Source: an optimization exercise on an open RTL-to-GDS flow (aim: small area and a short achievable clock period). Production flows keep margins and buffers that such runs may drop.
For this run, only the layout was checked, not whether the RTL still works.
Power is estimated from default activity; no workload was simulated.

==> flow/design.v <==
`timescale 1ns / 1ps
module smul(input wire [7:0] a, input wire [7:0] b, output wire [7:0] y);
  wire pp1 = a[0] & b[0];
  wire pp2 = a[0] & b[1];
  wire pp3 = a[0] & b[2];
  wire pp4 = a[0] & b[3];
  wire pp5 = a[0] & b[4];
  wire pp6 = a[0] & b[5];
  wire pp7 = a[0] & b[6];
  wire pp8 = a[0] & b[7];
  wire pp9 = a[1] & b[0];
  wire pp10 = a[1] & b[1];
  wire pp11 = a[1] & b[2];
  wire pp12 = a[1] & b[3];
  wire pp13 = a[1] & b[4];
  wire pp14 = a[1] & b[5];
  wire pp15 = a[1] & b[6];
  wire pp16 = a[2] & b[0];
  wire pp17 = a[2] & b[1];
  wire pp18 = a[2] & b[2];
  wire pp19 = a[2] & b[3];
  wire pp20 = a[2] & b[4];
  wire pp21 = a[2] & b[5];
  wire pp22 = a[3] & b[0];
  wire pp23 = a[3] & b[1];
  wire pp24 = a[3] & b[2];
  wire pp25 = a[3] & b[3];
  wire pp26 = a[3] & b[4];
  wire pp27 = a[4] & b[0];
  wire pp28 = a[4] & b[1];
  wire pp29 = a[4] & b[2];
  wire pp30 = a[4] & b[3];
  wire pp31 = a[5] & b[0];
  wire pp32 = a[5] & b[1];
  wire pp33 = a[5] & b[2];
  wire pp34 = a[6] & b[0];
  wire pp35 = a[6] & b[1];
  wire pp36 = a[7] & b[0];
  wire a37 = pp3 ^ pp10;
  wire s38 = a37 ^ pp16;
  wire o39 = a37 ? pp16 : pp3;
  wire a40 = pp4 ^ pp11;
  wire b41 = pp17 ^ pp22;
  wire q42 = a40 ^ b41;
  wire o44 = a40 ? pp17 : pp4;
  wire s43 = q42 ^ o39;
  wire y45 = q42 ? o39 : pp22;
  wire a46 = pp5 ^ pp12;
  wire b47 = pp18 ^ pp23;
  wire q48 = a46 ^ b47;
  wire o50 = a46 ? pp18 : pp5;
  wire s49 = q48 ^ pp27;
  wire y51 = q48 ? pp27 : pp23;
  wire a52 = o44 ^ y45;
  wire s53 = a52 ^ s49;
  wire o54 = a52 ? s49 : o44;
  wire a55 = pp6 ^ pp13;
  wire b56 = pp19 ^ pp24;
  wire q57 = a55 ^ b56;
  wire o59 = a55 ? pp19 : pp6;
  wire s58 = q57 ^ pp28;
  wire y60 = q57 ? pp28 : pp24;
  wire a61 = pp31 ^ o50;
  wire b62 = y51 ^ s58;
  wire q63 = a61 ^ b62;
  wire o65 = a61 ? y51 : pp31;
  wire s64 = q63 ^ o54;
  wire y66 = q63 ? o54 : s58;
  wire a67 = pp7 ^ pp14;
  wire b68 = pp20 ^ pp25;
  wire q69 = a67 ^ b68;
  wire o71 = a67 ? pp20 : pp7;
  wire s70 = q69 ^ pp29;
  wire y72 = q69 ? pp29 : pp25;
  wire a73 = pp32 ^ pp34;
  wire b74 = o59 ^ y60;
  wire q75 = a73 ^ b74;
  wire o77 = a73 ? o59 : pp32;
  wire s76 = q75 ^ s70;
  wire y78 = q75 ? s70 : y60;
  wire a79 = o65 ^ s76;
  wire s80 = a79 ^ y66;
  wire o81 = a79 ? y66 : o65;
  wire x82 = pp8 ^ pp15;
  wire x83 = pp21 ^ pp26;
  wire x84 = pp30 ^ pp33;
  wire x85 = pp35 ^ pp36;
  wire x86 = x82 ^ x83;
  wire x87 = x84 ^ x85;
  wire x88 = o71 ^ x86;
  wire x89 = x87 ^ o77;
  wire x90 = y72 ^ x88;
  wire x91 = x89 ^ x90;
  wire x92 = x91 ^ y78;
  wire x93 = x92 ^ o81;
  wire [7:0] rx = {x93, s80, s64, s53, s43, s38, pp2, pp1};
  wire [7:0] ry = {1'b0, 1'b0, 1'b0, 1'b0, 1'b0, 1'b0, pp9, 1'b0};
  assign y = rx + ry;
endmodule
module vdot_tree(input wire [63:0] a, input wire [63:0] b, output wire [7:0] y);
  wire pp1 = a[0] & b[0];
  wire pp2 = a[0] & b[1];
  wire pp3 = a[0] & b[2];
  wire pp4 = a[0] & b[3];
  wire pp5 = a[0] & b[4];
  wire pp6 = a[0] & b[5];
  wire pp7 = a[0] & b[6];
  wire pp8 = a[0] & b[7];
  wire pp9 = a[1] & b[0];
  wire pp10 = a[1] & b[1];
  wire pp11 = a[1] & b[2];
  wire pp12 = a[1] & b[3];
  wire pp13 = a[1] & b[4];
  wire pp14 = a[1] & b[5];
  wire pp15 = a[1] & b[6];
  wire pp16 = a[2] & b[0];
  wire pp17 = a[2] & b[1];
  wire pp18 = a[2] & b[2];
  wire pp19 = a[2] & b[3];
  wire pp20 = a[2] & b[4];
  wire pp21 = a[2] & b[5];
  wire pp22 = a[3] & b[0];
  wire pp23 = a[3] & b[1];
  wire pp24 = a[3] & b[2];
  wire pp25 = a[3] & b[3];
  wire pp26 = a[3] & b[4];
  wire pp27 = a[4] & b[0];
  wire pp28 = a[4] & b[1];
  wire pp29 = a[4] & b[2];
  wire pp30 = a[4] & b[3];
  wire pp31 = a[5] & b[0];
  wire pp32 = a[5] & b[1];
  wire pp33 = a[5] & b[2];
  wire pp34 = a[6] & b[0];
  wire pp35 = a[6] & b[1];
  wire pp36 = a[7] & b[0];
  wire pp37 = a[8] & b[8];
  wire pp38 = a[8] & b[9];
  wire pp39 = a[8] & b[10];
  wire pp40 = a[8] & b[11];
  wire pp41 = a[8] & b[12];
  wire pp42 = a[8] & b[13];
  wire pp43 = a[8] & b[14];
  wire pp44 = a[8] & b[15];
  wire pp45 = a[9] & b[8];
  wire pp46 = a[9] & b[9];
  wire pp47 = a[9] & b[10];
  wire pp48 = a[9] & b[11];
  wire pp49 = a[9] & b[12];
  wire pp50 = a[9] & b[13];
  wire pp51 = a[9] & b[14];
  wire pp52 = a[10] & b[8];
  wire pp53 = a[10] & b[9];
  wire pp54 = a[10] & b[10];
  wire pp55 = a[10] & b[11];
  wire pp56 = a[10] & b[12];
  wire pp57 = a[10] & b[13];
  wire pp58 = a[11] & b[8];
  wire pp59 = a[11] & b[9];
  wire pp60 = a[11] & b[10];
  wire pp61 = a[11] & b[11];
  wire pp62 = a[11] & b[12];
  wire pp63 = a[12] & b[8];
  wire pp64 = a[12] & b[9];
  wire pp65 = a[12] & b[10];
  wire pp66 = a[12] & b[11];
  wire pp67 = a[13] & b[8];
  wire pp68 = a[13] & b[9];
  wire pp69 = a[13] & b[10];
  wire pp70 = a[14] & b[8];
  wire pp71 = a[14] & b[9];
  wire pp72 = a[15] & b[8];
  wire pp73 = a[16] & b[16];
  wire pp74 = a[16] & b[17];
  wire pp75 = a[16] & b[18];
  wire pp76 = a[16] & b[19];
  wire pp77 = a[16] & b[20];
  wire pp78 = a[16] & b[21];
  wire pp79 = a[16] & b[22];
  wire pp80 = a[16] & b[23];
  wire pp81 = a[17] & b[16];
  wire pp82 = a[17] & b[17];
  wire pp83 = a[17] & b[18];
  wire pp84 = a[17] & b[19];
  wire pp85 = a[17] & b[20];
  wire pp86 = a[17] & b[21];
  wire pp87 = a[17] & b[22];
  wire pp88 = a[18] & b[16];
  wire pp89 = a[18] & b[17];
  wire pp90 = a[18] & b[18];
  wire pp91 = a[18] & b[19];
  wire pp92 = a[18] & b[20];
  wire pp93 = a[18] & b[21];
  wire pp94 = a[19] & b[16];
  wire pp95 = a[19] & b[17];
  wire pp96 = a[19] & b[18];
  wire pp97 = a[19] & b[19];
  wire pp98 = a[19] & b[20];
  wire pp99 = a[20] & b[16];
  wire pp100 = a[20] & b[17];
  wire pp101 = a[20] & b[18];
  wire pp102 = a[20] & b[19];
  wire pp103 = a[21] & b[16];
  wire pp104 = a[21] & b[17];
  wire pp105 = a[21] & b[18];
  wire pp106 = a[22] & b[16];
  wire pp107 = a[22] & b[17];
  wire pp108 = a[23] & b[16];
  wire pp109 = a[24] & b[24];
  wire pp110 = a[24] & b[25];
  wire pp111 = a[24] & b[26];
  wire pp112 = a[24] & b[27];
  wire pp113 = a[24] & b[28];
  wire pp114 = a[24] & b[29];
  wire pp115 = a[24] & b[30];
  wire pp116 = a[24] & b[31];
  wire pp117 = a[25] & b[24];
  wire pp118 = a[25] & b[25];
  wire pp119 = a[25] & b[26];
  wire pp120 = a[25] & b[27];
  wire pp121 = a[25] & b[28];
  wire pp122 = a[25] & b[29];
  wire pp123 = a[25] & b[30];
  wire pp124 = a[26] & b[24];
  wire pp125 = a[26] & b[25];
  wire pp126 = a[26] & b[26];
  wire pp127 = a[26] & b[27];
  wire pp128 = a[26] & b[28];
  wire pp129 = a[26] & b[29];
  wire pp130 = a[27] & b[24];
  wire pp131 = a[27] & b[25];
  wire pp132 = a[27] & b[26];
  wire pp133 = a[27] & b[27];
  wire pp134 = a[27] & b[28];
  wire pp135 = a[28] & b[24];
  wire pp136 = a[28] & b[25];
  wire pp137 = a[28] & b[26];
  wire pp138 = a[28] & b[27];
  wire pp139 = a[29] & b[24];
  wire pp140 = a[29] & b[25];
  wire pp141 = a[29] & b[26];
  wire pp142 = a[30] & b[24];
  wire pp143 = a[30] & b[25];
  wire pp144 = a[31] & b[24];
  wire pp145 = a[32] & b[32];
  wire pp146 = a[32] & b[33];
  wire pp147 = a[32] & b[34];
  wire pp148 = a[32] & b[35];
  wire pp149 = a[32] & b[36];
  wire pp150 = a[32] & b[37];
  wire pp151 = a[32] & b[38];
  wire pp152 = a[32] & b[39];
  wire pp153 = a[33] & b[32];
  wire pp154 = a[33] & b[33];
  wire pp155 = a[33] & b[34];
  wire pp156 = a[33] & b[35];
  wire pp157 = a[33] & b[36];
  wire pp158 = a[33] & b[37];
  wire pp159 = a[33] & b[38];
  wire pp160 = a[34] & b[32];
  wire pp161 = a[34] & b[33];
  wire pp162 = a[34] & b[34];
  wire pp163 = a[34] & b[35];
  wire pp164 = a[34] & b[36];
  wire pp165 = a[34] & b[37];
  wire pp166 = a[35] & b[32];
  wire pp167 = a[35] & b[33];
  wire pp168 = a[35] & b[34];
  wire pp169 = a[35] & b[35];
  wire pp170 = a[35] & b[36];
  wire pp171 = a[36] & b[32];
  wire pp172 = a[36] & b[33];
  wire pp173 = a[36] & b[34];
  wire pp174 = a[36] & b[35];
  wire pp175 = a[37] & b[32];
  wire pp176 = a[37] & b[33];
  wire pp177 = a[37] & b[34];
  wire pp178 = a[38] & b[32];
  wire pp179 = a[38] & b[33];
  wire pp180 = a[39] & b[32];
  wire pp181 = a[40] & b[40];
  wire pp182 = a[40] & b[41];
  wire pp183 = a[40] & b[42];
  wire pp184 = a[40] & b[43];
  wire pp185 = a[40] & b[44];
  wire pp186 = a[40] & b[45];
  wire pp187 = a[40] & b[46];
  wire pp188 = a[40] & b[47];
  wire pp189 = a[41] & b[40];
  wire pp190 = a[41] & b[41];
  wire pp191 = a[41] & b[42];
  wire pp192 = a[41] & b[43];
  wire pp193 = a[41] & b[44];
  wire pp194 = a[41] & b[45];
  wire pp195 = a[41] & b[46];
  wire pp196 = a[42] & b[40];
  wire pp197 = a[42] & b[41];
  wire pp198 = a[42] & b[42];
  wire pp199 = a[42] & b[43];
  wire pp200 = a[42] & b[44];
  wire pp201 = a[42] & b[45];
  wire pp202 = a[43] & b[40];
  wire pp203 = a[43] & b[41];
  wire pp204 = a[43] & b[42];
  wire pp205 = a[43] & b[43];
  wire pp206 = a[43] & b[44];
  wire pp207 = a[44] & b[40];
  wire pp208 = a[44] & b[41];
  wire pp209 = a[44] & b[42];
  wire pp210 = a[44] & b[43];
  wire pp211 = a[45] & b[40];
  wire pp212 = a[45] & b[41];
  wire pp213 = a[45] & b[42];
  wire pp214 = a[46] & b[40];
  wire pp215 = a[46] & b[41];
  wire pp216 = a[47] & b[40];
  wire pp217 = a[48] & b[48];
  wire pp218 = a[48] & b[49];
  wire pp219 = a[48] & b[50];
  wire pp220 = a[48] & b[51];
  wire pp221 = a[48] & b[52];
  wire pp222 = a[48] & b[53];
  wire pp223 = a[48] & b[54];
  wire pp224 = a[48] & b[55];
  wire pp225 = a[49] & b[48];
  wire pp226 = a[49] & b[49];
  wire pp227 = a[49] & b[50];
  wire pp228 = a[49] & b[51];
  wire pp229 = a[49] & b[52];
  wire pp230 = a[49] & b[53];
  wire pp231 = a[49] & b[54];
  wire pp232 = a[50] & b[48];
  wire pp233 = a[50] & b[49];
  wire pp234 = a[50] & b[50];
  wire pp235 = a[50] & b[51];
  wire pp236 = a[50] & b[52];
  wire pp237 = a[50] & b[53];
  wire pp238 = a[51] & b[48];
  wire pp239 = a[51] & b[49];
  wire pp240 = a[51] & b[50];
  wire pp241 = a[51] & b[51];
  wire pp242 = a[51] & b[52];
  wire pp243 = a[52] & b[48];
  wire pp244 = a[52] & b[49];
  wire pp245 = a[52] & b[50];
  wire pp246 = a[52] & b[51];
  wire pp247 = a[53] & b[48];
  wire pp248 = a[53] & b[49];
  wire pp249 = a[53] & b[50];
  wire pp250 = a[54] & b[48];
  wire pp251 = a[54] & b[49];
  wire pp252 = a[55] & b[48];
  wire pp253 = a[56] & b[56];
  wire pp254 = a[56] & b[57];
  wire pp255 = a[56] & b[58];
  wire pp256 = a[56] & b[59];
  wire pp257 = a[56] & b[60];
  wire pp258 = a[56] & b[61];
  wire pp259 = a[56] & b[62];
  wire pp260 = a[56] & b[63];
  wire pp261 = a[57] & b[56];
  wire pp262 = a[57] & b[57];
  wire pp263 = a[57] & b[58];
  wire pp264 = a[57] & b[59];
  wire pp265 = a[57] & b[60];
  wire pp266 = a[57] & b[61];
  wire pp267 = a[57] & b[62];
  wire pp268 = a[58] & b[56];
  wire pp269 = a[58] & b[57];
  wire pp270 = a[58] & b[58];
  wire pp271 = a[58] & b[59];
  wire pp272 = a[58] & b[60];
  wire pp273 = a[58] & b[61];
  wire pp274 = a[59] & b[56];
  wire pp275 = a[59] & b[57];
  wire pp276 = a[59] & b[58];
  wire pp277 = a[59] & b[59];
  wire pp278 = a[59] & b[60];
  wire pp279 = a[60] & b[56];
  wire pp280 = a[60] & b[57];
  wire pp281 = a[60] & b[58];
  wire pp282 = a[60] & b[59];
  wire pp283 = a[61] & b[56];
  wire pp284 = a[61] & b[57];
  wire pp285 = a[61] & b[58];
  wire pp286 = a[62] & b[56];
  wire pp287 = a[62] & b[57];
  wire pp288 = a[63] & b[56];
  wire a289 = pp1 ^ pp37;
  wire b290 = pp73 ^ pp109;
  wire q291 = a289 ^ b290;
  wire o293 = a289 ? pp73 : pp1;
  wire s292 = q291 ^ pp145;
  wire y294 = q291 ? pp145 : pp109;
  wire a295 = pp181 ^ pp217;
  wire s296 = a295 ^ pp253;
  wire o297 = a295 ? pp253 : pp181;
  wire a298 = pp2 ^ pp9;
  wire b299 = pp38 ^ pp45;
  wire q300 = a298 ^ b299;
  wire o302 = a298 ? pp38 : pp2;
  wire s301 = q300 ^ pp74;
  wire y303 = q300 ? pp74 : pp45;
  wire a304 = pp81 ^ pp110;
  wire b305 = pp117 ^ pp146;
  wire q306 = a304 ^ b305;
  wire o308 = a304 ? pp117 : pp81;
  wire s307 = q306 ^ pp153;
  wire y309 = q306 ? pp153 : pp146;
  wire a310 = pp182 ^ pp189;
  wire b311 = pp218 ^ pp225;
  wire q312 = a310 ^ b311;
  wire o314 = a310 ? pp218 : pp182;
  wire s313 = q312 ^ pp254;
  wire y315 = q312 ? pp254 : pp225;
  wire a316 = pp261 ^ o293;
  wire b317 = o297 ^ y294;
  wire q318 = a316 ^ b317;
  wire o320 = a316 ? o297 : pp261;
  wire s319 = q318 ^ s301;
  wire y321 = q318 ? s301 : y294;
  wire a322 = s307 ^ s313;
  wire s323 = a322 ^ s319;
  wire o324 = a322 ? s319 : s307;
  wire a325 = pp3 ^ pp10;
  wire b326 = pp16 ^ pp39;
  wire q327 = a325 ^ b326;
  wire o329 = a325 ? pp16 : pp3;
  wire s328 = q327 ^ pp46;
  wire y330 = q327 ? pp46 : pp39;
  wire a331 = pp52 ^ pp75;
  wire b332 = pp82 ^ pp88;
  wire q333 = a331 ^ b332;
  wire o335 = a331 ? pp82 : pp52;
  wire s334 = q333 ^ pp111;
  wire y336 = q333 ? pp111 : pp88;
  wire a337 = pp118 ^ pp124;
  wire b338 = pp147 ^ pp154;
  wire q339 = a337 ^ b338;
  wire o341 = a337 ? pp147 : pp118;
  wire s340 = q339 ^ pp160;
  wire y342 = q339 ? pp160 : pp154;
  wire a343 = pp183 ^ pp190;
  wire b344 = pp196 ^ pp219;
  wire q345 = a343 ^ b344;
  wire o347 = a343 ? pp196 : pp183;
  wire s346 = q345 ^ pp226;
  wire y348 = q345 ? pp226 : pp219;
  wire a349 = pp232 ^ pp255;
  wire b350 = pp262 ^ pp268;
  wire q351 = a349 ^ b350;
  wire o353 = a349 ? pp262 : pp232;
  wire s352 = q351 ^ o302;
  wire y354 = q351 ? o302 : pp268;
  wire a355 = o308 ^ o314;
  wire b356 = y303 ^ y309;
  wire q357 = a355 ^ b356;
  wire o359 = a355 ? y303 : o308;
  wire s358 = q357 ^ y315;
  wire y360 = q357 ? y315 : y309;
  wire a361 = s328 ^ s334;
  wire b362 = s340 ^ s346;
  wire q363 = a361 ^ b362;
  wire o365 = a361 ? s340 : s328;
  wire s364 = q363 ^ s352;
  wire y366 = q363 ? s352 : s346;
  wire a367 = o320 ^ y321;
  wire b368 = s358 ^ s364;
  wire q369 = a367 ^ b368;
  wire o371 = a367 ? s358 : o320;
  wire s370 = q369 ^ o324;
  wire y372 = q369 ? o324 : s364;
  wire a373 = pp4 ^ pp11;
  wire b374 = pp17 ^ pp22;
  wire q375 = a373 ^ b374;
  wire o377 = a373 ? pp17 : pp4;
  wire s376 = q375 ^ pp40;
  wire y378 = q375 ? pp40 : pp22;
  wire a379 = pp47 ^ pp53;
  wire b380 = pp58 ^ pp76;
  wire q381 = a379 ^ b380;
  wire o383 = a379 ? pp58 : pp47;
  wire s382 = q381 ^ pp83;
  wire y384 = q381 ? pp83 : pp76;
  wire a385 = pp89 ^ pp94;
  wire b386 = pp112 ^ pp119;
  wire q387 = a385 ^ b386;
  wire o389 = a385 ? pp112 : pp89;
  wire s388 = q387 ^ pp125;
  wire y390 = q387 ? pp125 : pp119;
  wire a391 = pp130 ^ pp148;
  wire b392 = pp155 ^ pp161;
  wire q393 = a391 ^ b392;
  wire o395 = a391 ? pp155 : pp130;
  wire s394 = q393 ^ pp166;
  wire y396 = q393 ? pp166 : pp161;
  wire a397 = pp184 ^ pp191;
  wire b398 = pp197 ^ pp202;
  wire q399 = a397 ^ b398;
  wire o401 = a397 ? pp197 : pp184;
  wire s400 = q399 ^ pp220;
  wire y402 = q399 ? pp220 : pp202;
  wire a403 = pp227 ^ pp233;
  wire b404 = pp238 ^ pp256;
  wire q405 = a403 ^ b404;
  wire o407 = a403 ? pp238 : pp227;
  wire s406 = q405 ^ pp263;
  wire y408 = q405 ? pp263 : pp256;
  wire a409 = pp269 ^ pp274;
  wire b410 = o329 ^ o335;
  wire q411 = a409 ^ b410;
  wire o413 = a409 ? o329 : pp269;
  wire s412 = q411 ^ o341;
  wire y414 = q411 ? o341 : o335;
  wire a415 = o347 ^ o353;
  wire b416 = y330 ^ y336;
  wire q417 = a415 ^ b416;
  wire o419 = a415 ? y330 : o347;
  wire s418 = q417 ^ y342;
  wire y420 = q417 ? y342 : y336;
  wire a421 = y348 ^ y354;
  wire b422 = s376 ^ s382;
  wire q423 = a421 ^ b422;
  wire o425 = a421 ? s376 : y348;
  wire s424 = q423 ^ s388;
  wire y426 = q423 ? s388 : s382;
  wire a427 = s394 ^ s400;
  wire b428 = s406 ^ o359;
  wire q429 = a427 ^ b428;
  wire o431 = a427 ? s406 : s394;
  wire s430 = q429 ^ s412;
  wire y432 = q429 ? s412 : o359;
  wire a433 = o365 ^ y360;
  wire b434 = s418 ^ y366;
  wire q435 = a433 ^ b434;
  wire o437 = a433 ? s418 : o365;
  wire s436 = q435 ^ s424;
  wire y438 = q435 ? s424 : y366;
  wire a439 = s430 ^ o371;
  wire s440 = a439 ^ y372;
  wire o441 = a439 ? y372 : s430;
  wire a442 = pp5 ^ pp12;
  wire b443 = pp18 ^ pp23;
  wire q444 = a442 ^ b443;
  wire o446 = a442 ? pp18 : pp5;
  wire s445 = q444 ^ pp27;
  wire y447 = q444 ? pp27 : pp23;
  wire a448 = pp41 ^ pp48;
  wire b449 = pp54 ^ pp59;
  wire q450 = a448 ^ b449;
  wire o452 = a448 ? pp54 : pp41;
  wire s451 = q450 ^ pp63;
  wire y453 = q450 ? pp63 : pp59;
  wire a454 = pp77 ^ pp84;
  wire b455 = pp90 ^ pp95;
  wire q456 = a454 ^ b455;
  wire o458 = a454 ? pp90 : pp77;
  wire s457 = q456 ^ pp99;
  wire y459 = q456 ? pp99 : pp95;
  wire a460 = pp113 ^ pp120;
  wire b461 = pp126 ^ pp131;
  wire q462 = a460 ^ b461;
  wire o464 = a460 ? pp126 : pp113;
  wire s463 = q462 ^ pp135;
  wire y465 = q462 ? pp135 : pp131;
  wire a466 = pp149 ^ pp156;
  wire b467 = pp162 ^ pp167;
  wire q468 = a466 ^ b467;
  wire o470 = a466 ? pp162 : pp149;
  wire s469 = q468 ^ pp171;
  wire y471 = q468 ? pp171 : pp167;
  wire a472 = pp185 ^ pp192;
  wire b473 = pp198 ^ pp203;
  wire q474 = a472 ^ b473;
  wire o476 = a472 ? pp198 : pp185;
  wire s475 = q474 ^ pp207;
  wire y477 = q474 ? pp207 : pp203;
  wire a478 = pp221 ^ pp228;
  wire b479 = pp234 ^ pp239;
  wire q480 = a478 ^ b479;
  wire o482 = a478 ? pp234 : pp221;
  wire s481 = q480 ^ pp243;
  wire y483 = q480 ? pp243 : pp239;
  wire a484 = pp257 ^ pp264;
  wire b485 = pp270 ^ pp275;
  wire q486 = a484 ^ b485;
  wire o488 = a484 ? pp270 : pp257;
  wire s487 = q486 ^ pp279;
  wire y489 = q486 ? pp279 : pp275;
  wire a490 = o377 ^ o383;
  wire b491 = o389 ^ o395;
  wire q492 = a490 ^ b491;
  wire o494 = a490 ? o389 : o377;
  wire s493 = q492 ^ o401;
  wire y495 = q492 ? o401 : o395;
  wire a496 = o407 ^ o413;
  wire b497 = y378 ^ y384;
  wire q498 = a496 ^ b497;
  wire o500 = a496 ? y378 : o407;
  wire s499 = q498 ^ y390;
  wire y501 = q498 ? y390 : y384;
  wire a502 = y396 ^ y402;
  wire b503 = y408 ^ s445;
  wire q504 = a502 ^ b503;
  wire o506 = a502 ? y408 : y396;
  wire s505 = q504 ^ s451;
  wire y507 = q504 ? s451 : s445;
  wire a508 = s457 ^ s463;
  wire b509 = s469 ^ s475;
  wire q510 = a508 ^ b509;
  wire o512 = a508 ? s469 : s457;
  wire s511 = q510 ^ s481;
  wire y513 = q510 ? s481 : s475;
  wire a514 = s487 ^ o419;
  wire b515 = y414 ^ o425;
  wire q516 = a514 ^ b515;
  wire o518 = a514 ? y414 : s487;
  wire s517 = q516 ^ s493;
  wire y519 = q516 ? s493 : o425;
  wire a520 = o431 ^ y420;
  wire b521 = s499 ^ y426;
  wire q522 = a520 ^ b521;
  wire o524 = a520 ? s499 : o431;
  wire s523 = q522 ^ s505;
  wire y525 = q522 ? s505 : y426;
  wire a526 = s511 ^ y432;
  wire b527 = o437 ^ s517;
  wire q528 = a526 ^ b527;
  wire o530 = a526 ? o437 : s511;
  wire s529 = q528 ^ y438;
  wire y531 = q528 ? y438 : s517;
  wire a532 = s523 ^ o441;
  wire s533 = a532 ^ s529;
  wire o534 = a532 ? s529 : s523;
  wire a535 = pp6 ^ pp13;
  wire b536 = pp19 ^ pp24;
  wire q537 = a535 ^ b536;
  wire o539 = a535 ? pp19 : pp6;
  wire s538 = q537 ^ pp28;
  wire y540 = q537 ? pp28 : pp24;
  wire a541 = pp31 ^ pp42;
  wire b542 = pp49 ^ pp55;
  wire q543 = a541 ^ b542;
  wire o545 = a541 ? pp49 : pp31;
  wire s544 = q543 ^ pp60;
  wire y546 = q543 ? pp60 : pp55;
  wire a547 = pp64 ^ pp67;
  wire b548 = pp78 ^ pp85;
  wire q549 = a547 ^ b548;
  wire o551 = a547 ? pp78 : pp64;
  wire s550 = q549 ^ pp91;
  wire y552 = q549 ? pp91 : pp85;
  wire a553 = pp96 ^ pp100;
  wire b554 = pp103 ^ pp114;
  wire q555 = a553 ^ b554;
  wire o557 = a553 ? pp103 : pp96;
  wire s556 = q555 ^ pp121;
  wire y558 = q555 ? pp121 : pp114;
  wire a559 = pp127 ^ pp132;
  wire b560 = pp136 ^ pp139;
  wire q561 = a559 ^ b560;
  wire o563 = a559 ? pp136 : pp127;
  wire s562 = q561 ^ pp150;
  wire y564 = q561 ? pp150 : pp139;
  wire a565 = pp157 ^ pp163;
  wire b566 = pp168 ^ pp172;
  wire q567 = a565 ^ b566;
  wire o569 = a565 ? pp168 : pp157;
  wire s568 = q567 ^ pp175;
  wire y570 = q567 ? pp175 : pp172;
  wire a571 = pp186 ^ pp193;
  wire b572 = pp199 ^ pp204;
  wire q573 = a571 ^ b572;
  wire o575 = a571 ? pp199 : pp186;
  wire s574 = q573 ^ pp208;
  wire y576 = q573 ? pp208 : pp204;
  wire a577 = pp211 ^ pp222;
  wire b578 = pp229 ^ pp235;
  wire q579 = a577 ^ b578;
  wire o581 = a577 ? pp229 : pp211;
  wire s580 = q579 ^ pp240;
  wire y582 = q579 ? pp240 : pp235;
  wire a583 = pp244 ^ pp247;
  wire b584 = pp258 ^ pp265;
  wire q585 = a583 ^ b584;
  wire o587 = a583 ? pp258 : pp244;
  wire s586 = q585 ^ pp271;
  wire y588 = q585 ? pp271 : pp265;
  wire a589 = pp276 ^ pp280;
  wire b590 = pp283 ^ o446;
  wire q591 = a589 ^ b590;
  wire o593 = a589 ? pp283 : pp276;
  wire s592 = q591 ^ o452;
  wire y594 = q591 ? o452 : o446;
  wire a595 = o458 ^ o464;
  wire b596 = o470 ^ o476;
  wire q597 = a595 ^ b596;
  wire o599 = a595 ? o470 : o458;
  wire s598 = q597 ^ o482;
  wire y600 = q597 ? o482 : o476;
  wire a601 = o488 ^ y447;
  wire b602 = y453 ^ y459;
  wire q603 = a601 ^ b602;
  wire o605 = a601 ? y453 : o488;
  wire s604 = q603 ^ y465;
  wire y606 = q603 ? y465 : y459;
  wire a607 = y471 ^ y477;
  wire b608 = y483 ^ y489;
  wire q609 = a607 ^ b608;
  wire o611 = a607 ? y483 : y471;
  wire s610 = q609 ^ s538;
  wire y612 = q609 ? s538 : y489;
  wire a613 = s544 ^ s550;
  wire b614 = s556 ^ s562;
  wire q615 = a613 ^ b614;
  wire o617 = a613 ? s556 : s544;
  wire s616 = q615 ^ s568;
  wire y618 = q615 ? s568 : s562;
  wire a619 = s574 ^ s580;
  wire b620 = s586 ^ o494;
  wire q621 = a619 ^ b620;
  wire o623 = a619 ? s586 : s574;
  wire s622 = q621 ^ o500;
  wire y624 = q621 ? o500 : o494;
  wire a625 = y495 ^ o506;
  wire b626 = s592 ^ s598;
  wire q627 = a625 ^ b626;
  wire o629 = a625 ? s592 : y495;
  wire s628 = q627 ^ o512;
  wire y630 = q627 ? o512 : s598;
  wire a631 = o518 ^ y501;
  wire b632 = s604 ^ s610;
  wire q633 = a631 ^ b632;
  wire o635 = a631 ? s604 : o518;
  wire s634 = q633 ^ y507;
  wire y636 = q633 ? y507 : s610;
  wire a637 = y513 ^ s616;
  wire b638 = s622 ^ y519;
  wire q639 = a637 ^ b638;
  wire o641 = a637 ? s622 : y513;
  wire s640 = q639 ^ o524;
  wire y642 = q639 ? o524 : y519;
  wire a643 = s628 ^ o530;
  wire b644 = y525 ^ s634;
  wire q645 = a643 ^ b644;
  wire o647 = a643 ? y525 : s628;
  wire s646 = q645 ^ y531;
  wire y648 = q645 ? y531 : s634;
  wire a649 = s640 ^ o534;
  wire s650 = a649 ^ s646;
  wire o651 = a649 ? s646 : s640;
  wire a652 = pp7 ^ pp14;
  wire b653 = pp20 ^ pp25;
  wire q654 = a652 ^ b653;
  wire o656 = a652 ? pp20 : pp7;
  wire s655 = q654 ^ pp29;
  wire y657 = q654 ? pp29 : pp25;
  wire a658 = pp32 ^ pp34;
  wire b659 = pp43 ^ pp50;
  wire q660 = a658 ^ b659;
  wire o662 = a658 ? pp43 : pp32;
  wire s661 = q660 ^ pp56;
  wire y663 = q660 ? pp56 : pp50;
  wire a664 = pp61 ^ pp65;
  wire b665 = pp68 ^ pp70;
  wire q666 = a664 ^ b665;
  wire o668 = a664 ? pp68 : pp61;
  wire s667 = q666 ^ pp79;
  wire y669 = q666 ? pp79 : pp70;
  wire a670 = pp86 ^ pp92;
  wire b671 = pp97 ^ pp101;
  wire q672 = a670 ^ b671;
  wire o674 = a670 ? pp97 : pp86;
  wire s673 = q672 ^ pp104;
  wire y675 = q672 ? pp104 : pp101;
  wire a676 = pp106 ^ pp115;
  wire b677 = pp122 ^ pp128;
  wire q678 = a676 ^ b677;
  wire o680 = a676 ? pp122 : pp106;
  wire s679 = q678 ^ pp133;
  wire y681 = q678 ? pp133 : pp128;
  wire a682 = pp137 ^ pp140;
  wire b683 = pp142 ^ pp151;
  wire q684 = a682 ^ b683;
  wire o686 = a682 ? pp142 : pp137;
  wire s685 = q684 ^ pp158;
  wire y687 = q684 ? pp158 : pp151;
  wire a688 = pp164 ^ pp169;
  wire b689 = pp173 ^ pp176;
  wire q690 = a688 ^ b689;
  wire o692 = a688 ? pp173 : pp164;
  wire s691 = q690 ^ pp178;
  wire y693 = q690 ? pp178 : pp176;
  wire a694 = pp187 ^ pp194;
  wire b695 = pp200 ^ pp205;
  wire q696 = a694 ^ b695;
  wire o698 = a694 ? pp200 : pp187;
  wire s697 = q696 ^ pp209;
  wire y699 = q696 ? pp209 : pp205;
  wire a700 = pp212 ^ pp214;
  wire b701 = pp223 ^ pp230;
  wire q702 = a700 ^ b701;
  wire o704 = a700 ? pp223 : pp212;
  wire s703 = q702 ^ pp236;
  wire y705 = q702 ? pp236 : pp230;
  wire a706 = pp241 ^ pp245;
  wire b707 = pp248 ^ pp250;
  wire q708 = a706 ^ b707;
  wire o710 = a706 ? pp248 : pp241;
  wire s709 = q708 ^ pp259;
  wire y711 = q708 ? pp259 : pp250;
  wire a712 = pp266 ^ pp272;
  wire b713 = pp277 ^ pp281;
  wire q714 = a712 ^ b713;
  wire o716 = a712 ? pp277 : pp266;
  wire s715 = q714 ^ pp284;
  wire y717 = q714 ? pp284 : pp281;
  wire a718 = pp286 ^ o539;
  wire b719 = o545 ^ o551;
  wire q720 = a718 ^ b719;
  wire o722 = a718 ? o545 : pp286;
  wire s721 = q720 ^ o557;
  wire y723 = q720 ? o557 : o551;
  wire a724 = o563 ^ o569;
  wire b725 = o575 ^ o581;
  wire q726 = a724 ^ b725;
  wire o728 = a724 ? o575 : o563;
  wire s727 = q726 ^ o587;
  wire y729 = q726 ? o587 : o581;
  wire a730 = o593 ^ y540;
  wire b731 = y546 ^ y552;
  wire q732 = a730 ^ b731;
  wire o734 = a730 ? y546 : o593;
  wire s733 = q732 ^ y558;
  wire y735 = q732 ? y558 : y552;
  wire a736 = y564 ^ y570;
  wire b737 = y576 ^ y582;
  wire q738 = a736 ^ b737;
  wire o740 = a736 ? y576 : y564;
  wire s739 = q738 ^ y588;
  wire y741 = q738 ? y588 : y582;
  wire a742 = s655 ^ s661;
  wire b743 = s667 ^ s673;
  wire q744 = a742 ^ b743;
  wire o746 = a742 ? s667 : s655;
  wire s745 = q744 ^ s679;
  wire y747 = q744 ? s679 : s673;
  wire a748 = s685 ^ s691;
  wire b749 = s697 ^ s703;
  wire q750 = a748 ^ b749;
  wire o752 = a748 ? s697 : s685;
  wire s751 = q750 ^ s709;
  wire y753 = q750 ? s709 : s703;
  wire a754 = s715 ^ o599;
  wire b755 = y594 ^ y600;
  wire q756 = a754 ^ b755;
  wire o758 = a754 ? y594 : s715;
  wire s757 = q756 ^ o605;
  wire y759 = q756 ? o605 : y600;
  wire a760 = o611 ^ s721;
  wire b761 = s727 ^ o617;
  wire q762 = a760 ^ b761;
  wire o764 = a760 ? s727 : o611;
  wire s763 = q762 ^ o623;
  wire y765 = q762 ? o623 : o617;
  wire a766 = y606 ^ y612;
  wire b767 = s733 ^ s739;
  wire q768 = a766 ^ b767;
  wire o770 = a766 ? s733 : y606;
  wire s769 = q768 ^ y618;
  wire y771 = q768 ? y618 : s739;
  wire a772 = s745 ^ s751;
  wire b773 = y624 ^ o629;
  wire q774 = a772 ^ b773;
  wire o776 = a772 ? y624 : s745;
  wire s775 = q774 ^ o635;
  wire y777 = q774 ? o635 : o629;
  wire a778 = y630 ^ s757;
  wire b779 = o641 ^ s763;
  wire q780 = a778 ^ b779;
  wire o782 = a778 ? o641 : y630;
  wire s781 = q780 ^ y636;
  wire y783 = q780 ? y636 : s763;
  wire a784 = s769 ^ s775;
  wire b785 = o647 ^ y642;
  wire q786 = a784 ^ b785;
  wire o788 = a784 ? o647 : s769;
  wire s787 = q786 ^ s781;
  wire y789 = q786 ? s781 : y642;
  wire a790 = y648 ^ s787;
  wire s791 = a790 ^ o651;
  wire o792 = a790 ? o651 : y648;
  wire x793 = pp8 ^ pp15;
  wire x794 = pp21 ^ pp26;
  wire x795 = pp30 ^ pp33;
  wire x796 = pp35 ^ pp36;
  wire x797 = pp44 ^ pp51;
  wire x798 = pp57 ^ pp62;
  wire x799 = pp66 ^ pp69;
  wire x800 = pp71 ^ pp72;
  wire x801 = pp80 ^ pp87;
  wire x802 = pp93 ^ pp98;
  wire x803 = pp102 ^ pp105;
  wire x804 = pp107 ^ pp108;
  wire x805 = pp116 ^ pp123;
  wire x806 = pp129 ^ pp134;
  wire x807 = pp138 ^ pp141;
  wire x808 = pp143 ^ pp144;
  wire x809 = pp152 ^ pp159;
  wire x810 = pp165 ^ pp170;
  wire x811 = pp174 ^ pp177;
  wire x812 = pp179 ^ pp180;
  wire x813 = pp188 ^ pp195;
  wire x814 = pp201 ^ pp206;
  wire x815 = pp210 ^ pp213;
  wire x816 = pp215 ^ pp216;
  wire x817 = pp224 ^ pp231;
  wire x818 = pp237 ^ pp242;
  wire x819 = pp246 ^ pp249;
  wire x820 = pp251 ^ pp252;
  wire x821 = pp260 ^ pp267;
  wire x822 = pp273 ^ pp278;
  wire x823 = pp282 ^ pp285;
  wire x824 = pp287 ^ pp288;
  wire x825 = x793 ^ x794;
  wire x826 = x795 ^ x796;
  wire x827 = x797 ^ x798;
  wire x828 = x799 ^ x800;
  wire x829 = x801 ^ x802;
  wire x830 = x803 ^ x804;
  wire x831 = x805 ^ x806;
  wire x832 = x807 ^ x808;
  wire x833 = x809 ^ x810;
  wire x834 = x811 ^ x812;
  wire x835 = x813 ^ x814;
  wire x836 = x815 ^ x816;
  wire x837 = x817 ^ x818;
  wire x838 = x819 ^ x820;
  wire x839 = x821 ^ x822;
  wire x840 = x823 ^ x824;
  wire x841 = o656 ^ o662;
  wire x842 = o668 ^ o674;
  wire x843 = o680 ^ o686;
  wire x844 = o692 ^ o698;
  wire x845 = o704 ^ o710;
  wire x846 = o716 ^ x825;
  wire x847 = x826 ^ x827;
  wire x848 = x828 ^ x829;
  wire x849 = x830 ^ x831;
  wire x850 = x832 ^ x833;
  wire x851 = x834 ^ x835;
  wire x852 = x836 ^ x837;
  wire x853 = x838 ^ x839;
  wire x854 = x840 ^ y657;
  wire x855 = y663 ^ y669;
  wire x856 = y675 ^ y681;
  wire x857 = y687 ^ y693;
  wire x858 = y699 ^ y705;
  wire x859 = y711 ^ y717;
  wire x860 = x841 ^ x842;
  wire x861 = x843 ^ x844;
  wire x862 = x845 ^ x846;
  wire x863 = x847 ^ x848;
  wire x864 = x849 ^ x850;
  wire x865 = x851 ^ x852;
  wire x866 = x853 ^ o722;
  wire x867 = o728 ^ x854;
  wire x868 = x855 ^ x856;
  wire x869 = x857 ^ x858;
  wire x870 = x859 ^ x860;
  wire x871 = x861 ^ x862;
  wire x872 = x863 ^ x864;
  wire x873 = x865 ^ y723;
  wire x874 = y729 ^ o734;
  wire x875 = o740 ^ x866;
  wire x876 = x867 ^ x868;
  wire x877 = x869 ^ x870;
  wire x878 = o746 ^ o752;
  wire x879 = x871 ^ x872;
  wire x880 = o758 ^ y735;
  wire x881 = y741 ^ x873;
  wire x882 = x874 ^ x875;
  wire x883 = x876 ^ x877;
  wire x884 = y747 ^ y753;
  wire x885 = x878 ^ x879;
  wire x886 = o764 ^ x880;
  wire x887 = x881 ^ x882;
  wire x888 = x883 ^ x884;
  wire x889 = x885 ^ y759;
  wire x890 = o770 ^ x886;
  wire x891 = x887 ^ y765;
  wire x892 = o776 ^ x888;
  wire x893 = x889 ^ x890;
  wire x894 = y771 ^ x891;
  wire x895 = x892 ^ y777;
  wire x896 = o782 ^ x893;
  wire x897 = x894 ^ x895;
  wire x898 = x896 ^ y783;
  wire x899 = o788 ^ x897;
  wire x900 = x898 ^ x899;
  wire x901 = y789 ^ x900;
  wire x902 = x901 ^ o792;
  wire [7:0] rx = {x902, s791, s650, s533, s436, s370, s323, s296};
  wire [7:0] ry = {1'b0, 1'b0, 1'b0, 1'b0, s440, 1'b0, 1'b0, s292};
  assign y = rx + ry;
endmodule
`timescale 1ns / 1ps
module CPU( input clk,
	input rst,
	input wire [31:0] inst,
	input wire [63:0]	main_memory_input_data_path,
	output reg[63:0] main_memory_output_data_path,
	output wire[31:0] pc_inst_addr,
	output wire		Vector_Write_Access,
	output wire		Memory_Write_Access,
	output wire		Load_Vector_Flag,
	output wire 		Load_Word_Flag,
	output wire[11:0]	Main_Memory_Address
	);
	wire [5:0] op  = inst[31:26];
	wire [4:0] rd  = inst[25:21];
	wire [4:0] rs1 = inst[20:16];
	wire [4:0] rs2 = inst[15:11];
	wire [7:0] imm = inst[15:8];
	wire [63:0] mem = main_memory_input_data_path;
	wire op_add  = op == 6'b000000;
	wire op_sub  = op == 6'b000001;
	wire op_mul  = op == 6'b000010;
	wire op_and  = op == 6'b000100;
	wire op_or   = op == 6'b000101;
	wire op_xor  = op == 6'b000110;
	wire op_sll  = op == 6'b001000;
	wire op_srl  = op == 6'b001001;
	wire op_slt  = op == 6'b001010;
	wire op_seq  = op == 6'b001011;
	wire op_addi = op == 6'b001101;
	wire op_andi = op == 6'b001110;
	wire op_xori = op == 6'b001111;
	wire op_slti = op == 6'b101000;
	wire op_vadd = op == 6'b010000;
	wire op_vsub = op == 6'b010001;
	wire op_vdot = op == 6'b010010;
	wire op_lw   = op == 6'b100101;
	wire op_lv   = op == 6'b101101;
	wire op_sw   = op == 6'b100110;
	wire op_sv   = op == 6'b101110;
	wire op_rar  = op == 6'b101111;
	wire op_raw  = op == 6'b101100;
	wire op_beq  = op == 6'b100011;
	wire op_bgt  = op == 6'b011111;
	wire op_jmp  = op == 6'b110000;
	assign Load_Word_Flag      = op_lw | op_rar;
	assign Load_Vector_Flag    = op_lv | op_rar;
	assign Memory_Write_Access = op_sw | op_raw;
	assign Vector_Write_Access = op_sv | op_raw;
	assign Main_Memory_Address = inst[11:0];
	wire imm_sel = op_addi | op_andi | op_xori | op_slti | op_beq | op_bgt;
	wire s_we = op_add | op_sub | op_mul | op_and | op_or | op_xor | op_sll | op_srl |
	            op_slt | op_seq | op_addi | op_andi | op_xori | op_slti | op_lw;
	wire v_we = op_vadd | op_vsub | op_vdot | op_lv;
	reg [7:0]  R [0:30];
	reg [63:0] V [0:2];
	reg [31:0] T;
	reg [31:0] PC;
	assign pc_inst_addr = PC;
	reg [7:0] A, B;
	integer i;
	always @(*) begin
		A = 8'd0;
		B = 8'd0;
		for (i = 0; i < 31; i = i + 1) begin
			A = A | (R[i] & {8{rs1 == i}});
			B = B | (R[i] & {8{rs2 == i}});
		end
	end
	wire nva = op_sw | op_raw;
	wire [63:0] VA = (V[0] & {64{rs1 == 5'd0 && !nva}}) |
	                 (V[1] & {64{rs1 == 5'd1 && !nva}}) |
	                 (V[2] & {64{rs1 == 5'd2 && !nva}});
	wire [63:0] VB = (V[0] & {64{rs2 == 5'd0}}) |
	                 (V[1] & {64{rs2 == 5'd1}}) |
	                 (V[2] & {64{rs2 == 5'd2}});
	always @(*) begin
		main_memory_output_data_path = VA;
		main_memory_output_data_path[7:0] = VA[7:0] | (A & {8{op_sw}}) | (PC[7:0] & {8{op_raw}});
		main_memory_output_data_path[31:8] = VA[31:8] | (PC[31:8] & {24{op_raw}});
	end
	wire [7:0] B2 = imm_sel ? imm : B;
	wire do_sub = !(op_add | op_addi);
	wire [9:0] dsum = {1'b0, A, 1'b1} + {1'b0, B2 ^ {8{do_sub}}, do_sub};
	wire [8:0] diff = dsum[9:1];
	wire lt = !diff[8];               
	wire eq = (A == B2);
	wire [7:0] prod;
	smul u_mul(.a(A), .b(B), .y(prod));
	wire [7:0] shl = (B[7:3] != 5'd0) ? 8'd0 : (A << B[2:0]);
	wire [7:0] shr = (B[7:3] != 5'd0) ? 8'd0 : (A >> B[2:0]);
	reg [7:0] alu;
	always @(*) begin
		alu = 8'd0;
		if (op_add | op_addi | op_sub) alu = diff[7:0];
		if (op_mul)                    alu = prod;
		if (op_and | op_andi)          alu = A & B2;
		if (op_or)                     alu = A | B2;
		if (op_xor | op_xori)          alu = A ^ B2;
		if (op_sll)                    alu = shl;
		if (op_srl)                    alu = shr;
		if (op_slt | op_slti)          alu = {7'd0, lt};
		if (op_seq)                    alu = {7'd0, eq};
	end
	wire [7:0] s_wdata = op_lw ? mem[7:0] : alu;
	reg [63:0] vaddsub;
	wire [7:0] dot;
	vdot_tree u_dot(.a(VA), .b(VB), .y(dot));
	reg [8:0] lsum;
	integer k;
	always @(*) begin
		for (k = 0; k < 8; k = k + 1) begin
			lsum = {VA[8*k +: 8], 1'b1} + {VB[8*k +: 8] ^ {8{op_vsub}}, op_vsub};
			vaddsub[8*k +: 8] = lsum[8:1];
		end
	end
	wire [63:0] v_wdata = op_lv ? mem : (op_vdot ? {56'd0, dot} : vaddsub);
	wire taken = (op_beq & !eq) | (op_bgt & !lt & !eq);
	always @(posedge clk) begin
		if (rst) PC <= 32'd0;
		else if (op_jmp) PC <= {6'd0, inst[25:0]};
		else if (taken) PC <= T;
		else PC <= PC + 32'd4;
	end
	always @(posedge clk)
		if (op_rar) T <= mem[31:0];
	integer j;
	always @(posedge clk) begin
		for (j = 0; j < 31; j = j + 1)
			if (s_we && rd == j) R[j] <= s_wdata;
		for (j = 0; j < 3; j = j + 1)
			if (v_we && rd == j) V[j] <= v_wdata;
	end
endmodule
==> flow/flow/run.sh <==
#!/bin/bash
set -euo pipefail
bash standard.sh "BUFFER_PORTS_ARGS=-buffer_cell sky130_fd_sc_hd__buf_2" finish > standard_flow.log 2>&1
==> flow/standard.sh <==
#!/bin/bash
# synth_recipe.tcl (not shown) runs the flow's synth.tcl, then flattens the netlist and writes it again
# the make line also repeats each setting of config.mk as NAME=value (left out here)
make -C /OpenROAD-flow-scripts/flow DESIGN_CONFIG=/design/flow/config.mk WORK_HOME=/design/flow/orfs CLKGATE_MAP_FILE= SYNTH_SCRIPT=/design/flow/synth_recipe.tcl "${@:-finish}"
==> flow/config.mk <==
export PLATFORM = sky130hd
export DESIGN_NAME = CPU
export DESIGN_NICKNAME = CPU
export VERILOG_FILES = /design/flow/design.v
export SDC_FILE = /design/flow/constraint.sdc
export NUM_CORES = 4
export LEC_CHECK = 0
export CAP_MARGIN = 20
export CORE_MARGIN = 2
export CORE_UTILIZATION = 40
export CTS_BUF_LIST = sky130_fd_sc_hd__clkbuf_2 sky130_fd_sc_hd__clkbuf_4 sky130_fd_sc_hd__clkbuf_8
export SETUP_SLACK_MARGIN = 5
export SLEW_MARGIN = 20
==> flow/constraint.sdc <==
create_clock -name core_clock -period 12.0 [get_ports {clk}]
set_input_delay 2.4000 -clock core_clock [delete_from_list [all_inputs] [get_ports {clk}]]
set_output_delay 2.4000 -clock core_clock [all_outputs]
set_load 0.01 [all_outputs]
==> impl_results.md <==
- Worst-case reg-to-reg path depth: 19
- Hold buffer count at CTS: 0
- Skew final: 0.0569 ns
- Final hold violations: 0
- Die width: 320 um
- Syn Nets: ~4000
- Sw power: 1.51 mW
- Pwr Total: approximately 4.8 mW
- Avg WL per Cell: 33.4 um
- Sink Count: 504
- Slew Limit Fails: 0
- Synthesized area: 39900 um^2
- Final net count: between 4000 and 5000
- Post-synthesis sequential area ratio: 37.1%
- Crit-path max FO: 36
- Clk pin slew, worst setup/hold paths: around 0.070 ns
- Pwr Density: 96.7 nW/um^2
- Tcrit/Tclk final: 63.4%
- Worst path max stage delay: 0.49 ns
- Most used cell, CP: xnor2_2
- Worst-skew pair later-pin latency: 0.80 ns
- Worst setup EP type: flop
- Post-synth cell types: 110
- Crit-path cells: buf_2 -> buf_8 -> nor3_4 -> buf_12 -> o21ai_2 -> buf_6 -> or3b_1 -> xnor3_1 -> xnor2_1 -> xnor3_1 -> xnor3_2 -> xnor2_2 -> xnor2_2 -> maj3_2 -> maj3_2 -> xnor3_2 -> xnor2_4 -> nor3b_2 -> xor3_1 -> xnor2_2 -> nand2_1 -> a21oi_2
- Max VDD drop: ~0.000088 V
- Starting Density: 40.5%
- Largest net degree at the start of global routing: 65
- Reg power frac: 41.1%
- Flops & latches, synth: 504
- Max cap viols: 0
- Commonest non-fill, non-tap cell in the layout: edfxtp_1
- Slowest cell on crit path: xnor3_2
- Syn Inst Count: 3939
- Buf/Inv on CP: 4
- Core Rows: 115
- Initial detailed-routing violation count: 5615
- DR vias/cell: 6.70
- Final setup fails: 0
- Worst Setup Start Kind: primary input
- Clock buffer depth: 3
- Area growth syn-to-layout: 23.5%
- Worst-Margin Slew: 1.23 ns
- DRC Markers: 0
- Critical R2R Launch: V[0][35]$_DFFE_PP_
- YS warnings: 3
- Logic gate share of total power: 22.4%
- Max Freq: 0.131 GHz
- Critical path depth: 22
- Pint: 3.26 mW
- Via count: ~38000
- Ys flop type: edfxtp_1
- Gp weighted congestion: 0.989
- Num CTS Buffers: 89
- CTS root buf: clkbuf_8
- Switching share of total power: 31.6%
- Post-route ant nets: 0
- Most frequent cells in the layout: 472 x edfxtp_1, 347 x nand2_1, 322 x xnor2_1
- Num ports: 210
- Vias in the first global route: 35100
- Dpl cell area: 42500 um^2
- CTS tree: done
- Layout cells sized above 1: 27.4%
- Crit path DAT: 8.23 ns
- Die Area: 102000 um^2
- Slew margin rel.: 18.0%
- Mapped Avg Cell Area: around 10 um^2
- Die H: 320 um
- Port Buffers: 209
- Clock share of power: 36.5%
- RSZ-0062 raised after global routing: yes
- Worst min path class: reg -> reg
- Critical setup path kind: in -> reg
- Status: timing/DRC/antenna clean
- Post-synthesis async set-or-reset flop share: 0%
- FF-to-FF setup slack: around 6.2 ns
- Core ar.: between 90000 and 100000 um^2
- R2r endpoint: V[0][7]$_DFFE_PP_
- Period minus WS final: 7.61 ns
- Final Routed Wirelength: about 190000 um
- Antenna violations before repair: 10
- Lkg Pwr: 19.1 nW
- EDFF count, synth: roughly 470
- CP Launch Point: inst[13]
- Tot GR Track Use: 35.1%
- Crit path required time: ~13 ns
- Finished Cell Area: roughly 49000 um^2
- Fin Setup TNS: 0 ns
- H-Tree Depth: 3
- Detail Placement HPWL: 120000 um
- Drt pass-1 iters: 8
- Crit path max-delay family: XOR/XNOR gates
- Total grt overflow: 0
- First-pass GRT wire length: 258000 um
- CP endpoint: V[0][7]$_DFFE_PP_
-- logic make-up (layout without fill, tap and decap cells) --
logic type,count (synthesis),count (layout),share of synthesized area [%]
compound gates,794,796,14.9
xor+xnor,658,658,17.7
fa+ha+maj,238,238,6.57
buf+inv,325,727,3.98
flops,504,504,37.1
mux,140,140,3.70
other cells,0,8,0
simple gates,1280,1285,16.0
-- worst min-delay path by stage --
stage	from	endpoint	slack, ns	cells past startpoint
final	T[4]$_DFFE_PP_	PC[4]$_SDFF_PP0_	0.57	2
after detailed placement	T[16]$_DFFE_PP_	PC[16]$_SDFF_PP0_	0.55	2
after global routing	T[8]$_DFFE_PP_	PC[8]$_SDFF_PP0_	0.59	2
after floorplan	T[25]$_DFFE_PP_	PC[25]$_SDFF_PP0_	0.52	2
after CTS	T[16]$_DFFE_PP_	PC[16]$_SDFF_PP0_	0.56	2
after global placement	T[12]$_DFFE_PP_	PC[12]$_SDFF_PP0_	0.54	2
-- power by group through the flow --
stage | registers, mW | clock network (mW) | logic, mW
floorplan | 1.99 | 0 | 0.567
global placement | 2.00 | 0 | 0.819
detailed placement | 2.00 | 0 | 0.822
CTS | 1.96 | 1.74 | 0.961
global route | 1.96 | 1.81 | 1.09
finish | 1.96 | 1.74 | 1.07
-- tightest hold or removal path, cell delays in order, from the launching register on --
cell and delay, ns:
edfxtp_1 0.32, o211ai_1 0.10, a21oi_1 0.12
-- cells in the mapped netlist (71+ instances only) --
library cell	number	area, um^2
clkbuf_1	133	499
nand3_1	315	1580
a21o_1	104	781
a32oi_1	79	692
nand2_1	355	1330
edfxtp_1	472	14200
ha_1	86	1080
mux2i_1	91	911
a22o_1	71	622
nand4_1	84	526
nor2_1	202	758
xnor2_1	377	3300
a21oi_1	106	531
maj3_1	133	1330
xor2_1	184	1610
o21ai_0	94	470
-- final cells by class --
cell class / instances / area (um^2)
diodes: 8 / 20.0
multi-input cells: 3117 / 25900
inverters: 57 / 230
repair buffers: 513 / 4850
clock buffers: 117 / 1440
fillers: 8865 / 49300
clock inverters: 40 / 410
well taps: 1287 / 1610
flip-flops and latches: 504 / 14800
-- state kept, by name, summed over array words and instances (netlist names) --
signal,count
PC,32
V,192
R,248
T,32
-- routing by layer --
metal	share of wire (%)	global-route usage, %	wire (um)
met5	0.059	0	111
met2	41	50.3	76900
met1	37	46.1	70600
met4	6.8	19.6	12900
met3	15	12.1	28100
-- stage by stage --
step | std cells | hold slack, ns | setup slack, ns | util [%]
CTS | 5575 | 0.564 | 4.51 | 48.5
finish | 5643 | 0.566 | 4.39 | 50.0
global route | 5638 | 0.591 | 4.32 | 50.0
detailed placement | 5268 | 0.549 | 2.42 | 43.1
floorplan | 3939 | 0.524 | 4.36 | -
global placement | 5268 | 0.541 | 2.49 | 43.1
-- repair_timing --
action / in CTS / in global routing
pin swaps: 85 / 74
gates cloned: 28 / 7
resized for setup: 366 / 182
setup endpoints to repair: 357 / 149
setup buffers: 122 / 53

==> re-timing with driven ports <==
No port has a modelled driver above. Below, the same layout with a new extraction and two added sets of constraints. Step 1 (the two cells are an assumption about what drives the block):
set clk [get_ports {clk}]
set_driving_cell -lib_cell sky130_fd_sc_hd__clkbuf_16 $clk
set_driving_cell -lib_cell sky130_fd_sc_hd__buf_2 [delete_from_list [all_inputs] $clk]
Step 2 also shifts input and output timing later by t, the mid clock arrival at the registers, as if the neighbouring blocks saw the same clock. Three values: ideal ports, drivers, drivers and shift; two values: the first two.
t (ns): 0.840
setup WS [ns]: 4.392 / 4.306 / 3.466
worst setup path after step 2: input to register
clock arrival spread, ns: 0.059 / 0.058
worst register clock-pin slew, ns: 0.07 / 0.07
After both steps setup and hold are still met in this run. The setup slack of this run moves by -0.086 ns with the drivers and by -0.926 ns with both steps.
